Context: an optimization exercise on an open-source flow, tuned for small area. The choices shown serve that exercise and are no tape-out recipe.
The RTL was checked by simulation tests, not by an equivalence proof against the original design.
Power and IR drop assume default switching activity.

Design MazeRunner, start of the top module:
module MazeRunner(
  input clk, RST_n,						 
  output INRT_SS_n,INRT_SCLK,INRT_MOSI,	 
  input INRT_MISO,						 
  input INRT_INT,						 
  output A2D_SS_n,A2D_SCLK,A2D_MOSI,	 
  input A2D_MISO,						 
  output lftPWM1,lftPWM2,				 
  output rghtPWM1,rghtPWM2,				 
  input RX,								 
  input hall_n,							 
  output TX,							 
  output piezo,piezo_n,					 
  output IR_lft_en,						 
  output IR_cntr_en,					 
  output IR_rght_en,					 
  output [7:0] LED
);
Size: ~600 flip-flops.
==> flow/config.mk <==
export PLATFORM = sky130hd
export DESIGN_NAME = MazeRunner
export DESIGN_NICKNAME = MazeRunner
export VERILOG_FILES = /design/flow/design.v
export SDC_FILE = /design/flow/constraint.sdc
export NUM_CORES = 4
export LEC_CHECK = 0
export ABC_AREA = 1
export CAP_MARGIN = 20
export CORE_MARGIN = 2
export CORE_UTILIZATION = 60
export CTS_BUF_LIST = sky130_fd_sc_hd__clkbuf_8
export CTS_CLUSTER_DIAMETER = 80
export CTS_CLUSTER_SIZE = 16
export SLEW_MARGIN = 20
==> flow/constraint.sdc <==
create_clock -name core_clock -period 20.0 [get_ports {clk}]
set_input_delay 4.0000 -clock core_clock [delete_from_list [all_inputs] [get_ports {clk}]]
set_output_delay 4.0000 -clock core_clock [all_outputs]
set_load 0.01 [all_outputs]
standard.sh (not shown) runs the stock make flow with config.mk's settings and CLKGATE_MAP_FILE= SYNTH_SCRIPT=/design/flow/synth_recipe.tcl, a recipe that flattens the netlist after the stock synthesis.
==> flow/flow/run.sh <==
#!/bin/bash
# The standard layout (the standard.sh: standard synthesis, ORFS floorplan to finish),
# with clock tree synthesis told not to add dummy loads for balancing.
set -euo pipefail
export CTS_ARGS="-sink_clustering_enable -repair_clock_nets -sink_clustering_size 28 -sink_clustering_max_diameter 90 -buf_list sky130_fd_sc_hd__clkbuf_16 -dont_use_dummy_load"
bash standard.sh > standard.log 2>&1
Rerun with:
==> flow/run.sh (new file) <==
#!/bin/bash
# synth_recipe.tcl (not shown) runs the flow's synth.tcl, then flattens the netlist and writes it again
# the make line also repeats each setting of config.mk as NAME=value (left out here)
make -C /OpenROAD-flow-scripts/flow DESIGN_CONFIG=/design/flow/config.mk WORK_HOME=/design/flow/orfs CLKGATE_MAP_FILE= SYNTH_SCRIPT=/design/flow/synth_recipe.tcl finish
removed: flow/flow/run.sh
removed: flow/standard.sh
Via count is higher by 0.43%. Area after synthesis is unchanged. Final cell count is higher by 0.86%. Wire length goes up by 0.37%. Sequential share of layout area is about the same. Clock power is lower by 4.2%. Die area is unchanged. Maximum frequency went up by 1.0%. Synthesized cell count stays the same.
Rerun with:
==> flow/flow/run.sh (new file) <==
#!/bin/bash
# The standard layout (the standard.sh: standard synthesis, ORFS floorplan to finish),
# with clock tree synthesis told not to add dummy loads for balancing.
set -euo pipefail
export CTS_ARGS="-sink_clustering_enable -repair_clock_nets -sink_clustering_size 16 -sink_clustering_max_diameter 80 -buf_list sky130_fd_sc_hd__clkbuf_8 -dont_use_dummy_load"
bash standard.sh > standard.log 2>&1
==> flow/standard.sh (new file) <==
#!/bin/bash
# synth_recipe.tcl (not shown) runs the flow's synth.tcl, then flattens the netlist and writes it again
# the make line also repeats each setting of config.mk as NAME=value (left out here)
make -C /OpenROAD-flow-scripts/flow DESIGN_CONFIG=/design/flow/config.mk WORK_HOME=/design/flow/orfs CLKGATE_MAP_FILE= SYNTH_SCRIPT=/design/flow/synth_recipe.tcl "${@:-finish}"
removed: flow/run.sh
Result: The changed run completed with no timing, DRC or antenna violations; global-route usage stays flat; area after synthesis is unchanged; final area shrinks by 0.55%; wire length stays flat; maximum frequency barely changes; setup slack got worse by 0.0042 ns.
Rerun with:
--- a/flow/flow/run.sh
+++ b/flow/flow/run.sh
@@ -3 +3,2 @@
-# with clock tree synthesis told not to add dummy loads for balancing.
+# with clock tree synthesis told not to add dummy loads for balancing, and a power/area
+# recovery pass (downsizing on paths with slack) after the placement resizer.
@@ -5,0 +7 @@
+export POST_RESIZE_TCL="$(pwd)/flow/recover.tcl"
==> flow/flow/recover.tcl (new file) <==
# After the placement resizer: downsize cells on paths with slack (area/power recovery).
estimate_parasitics -placement
repair_timing -recover_power 100 -verbose
What happened:
- synthesized cell count is unchanged
- sequential share of layout area hardly moves
- final cell count is about the same
- area after synthesis stays the same

MazeRunner, a different RTL version from the one above (not shown whole).
For scale: about 5300 cells after synthesis, ~640 flip-flops, roughly 48000 µm² of cells after synthesis.
==> flow/config.mk <==
export PLATFORM = sky130hd
export DESIGN_NAME = MazeRunner
export DESIGN_NICKNAME = MazeRunner
export VERILOG_FILES = /design/flow/design.v
export SDC_FILE = /design/flow/constraint.sdc
export NUM_CORES = 4
export LEC_CHECK = 0
export CAP_MARGIN = 20
export CORE_MARGIN = 2
export CORE_UTILIZATION = 40
export SLEW_MARGIN = 20
==> flow/constraint.sdc <==
create_clock -name core_clock -period 20.0 [get_ports {clk}]
set_input_delay 4.0000 -clock core_clock [delete_from_list [all_inputs] [get_ports {clk}]]
set_output_delay 4.0000 -clock core_clock [all_outputs]
set_load 0.01 [all_outputs]
run.sh (not shown) runs the stock make flow with config.mk's settings and CLKGATE_MAP_FILE= SYNTH_SCRIPT=/design/flow/synth_recipe.tcl, a recipe that flattens the netlist after the stock synthesis.
Stock flow here: none of the scripts above is used.
The starting point completed with no timing, DRC or antenna violations.
==> next run, changes <==
Settings changed: ABC_AREA set to 1.
Critical path depth is higher by 2.
Register-to-register slack improved by 1.3 ns.
Non-clock buffer count goes down by 19.
Clock power falls by about 3%.

north:
Another version of the RTL of MazeRunner (not shown whole).
For scale: about 5200 cells after synthesis, about 630 flip-flops, ~31 I/O pins.
clock: 20.0 ns
lec_check: 0
abc_area: 1
cap_margin: 20
core_margin: 2
core_utilization: 60
cts_buf_list: sky130_fd_sc_hd__clkbuf_16
cts_cluster_diameter: 100
cts_cluster_size: 24
slew_margin: 20
Relative to north, the following input files were edited for south:
- CTS_BUF_LIST changed from sky130_fd_sc_hd__clkbuf_16 to sky130_fd_sc_hd__clkbuf_8
- CTS_CLUSTER_SIZE changed from 24 to 16
- CTS_CLUSTER_DIAMETER changed from 100 to 80
==> run summary <==
north -> south: worst-case reg-to-reg path depth increased by a few percent
south ended up with a higher number of fill cells in the layout than north did.
south: final cycle utilization of the critical path 0.68 points below north
In south the detailed-route wire length per cell turned out 0.47% lower than in north.

static timing again, ports no longer ideal:
Ports are ideal in the flow. The routed layouts listed here were re-timed in OpenROAD.
Step 1 sets driving cells, clkbuf_16 on the clock port and buf_2 on the other inputs (assumed; they add their load-dependent delay and slew).
Step 2, shift: input delay + t, output delay - t, t = (earliest + latest rising clock arrival at the registers) / 2. This alone moves slack from input paths to output paths.
Slacks: ideal / step 1 / step 2; pairs: ideal / step 1.
| run | t (ns) | slack for setup (ns) | latest minus earliest clock arrival (ns) |
|---|---|---|---|
| the first run of note 1 | 0.628 | 9.012 / 9.049 / 8.421 | 0.081 / 0.082 |
| the second run of note 1 | 0.739 | 9.123 / 9.156 / 8.417 | 0.079 / 0.078 |
| the third run of note 1 | 0.708 | 9.119 / 9.153 / 8.445 | 0.136 / 0.136 |
| the fourth run of note 1 | 0.705 | 8.554 / 8.589 / 7.884 | 0.146 / 0.146 |
| the first run of note 2 | 0.716 | 6.695 / 6.741 / 6.025 | 0.036 / 0.036 |
| the second run of note 2 | 0.712 | 8.180 / 8.202 / 7.490 | 0.027 / 0.027 |
| north | 0.655 | 7.899 / 7.875 / 7.221 | 0.057 / 0.057 |
| south | 0.742 | 8.035 / 8.013 / 7.271 | 0.094 / 0.093 |
After both steps every run listed still meets setup and hold. The setup slack of south, which loses most, moves by -0.022 ns with the drivers and by -0.764 ns with both steps.
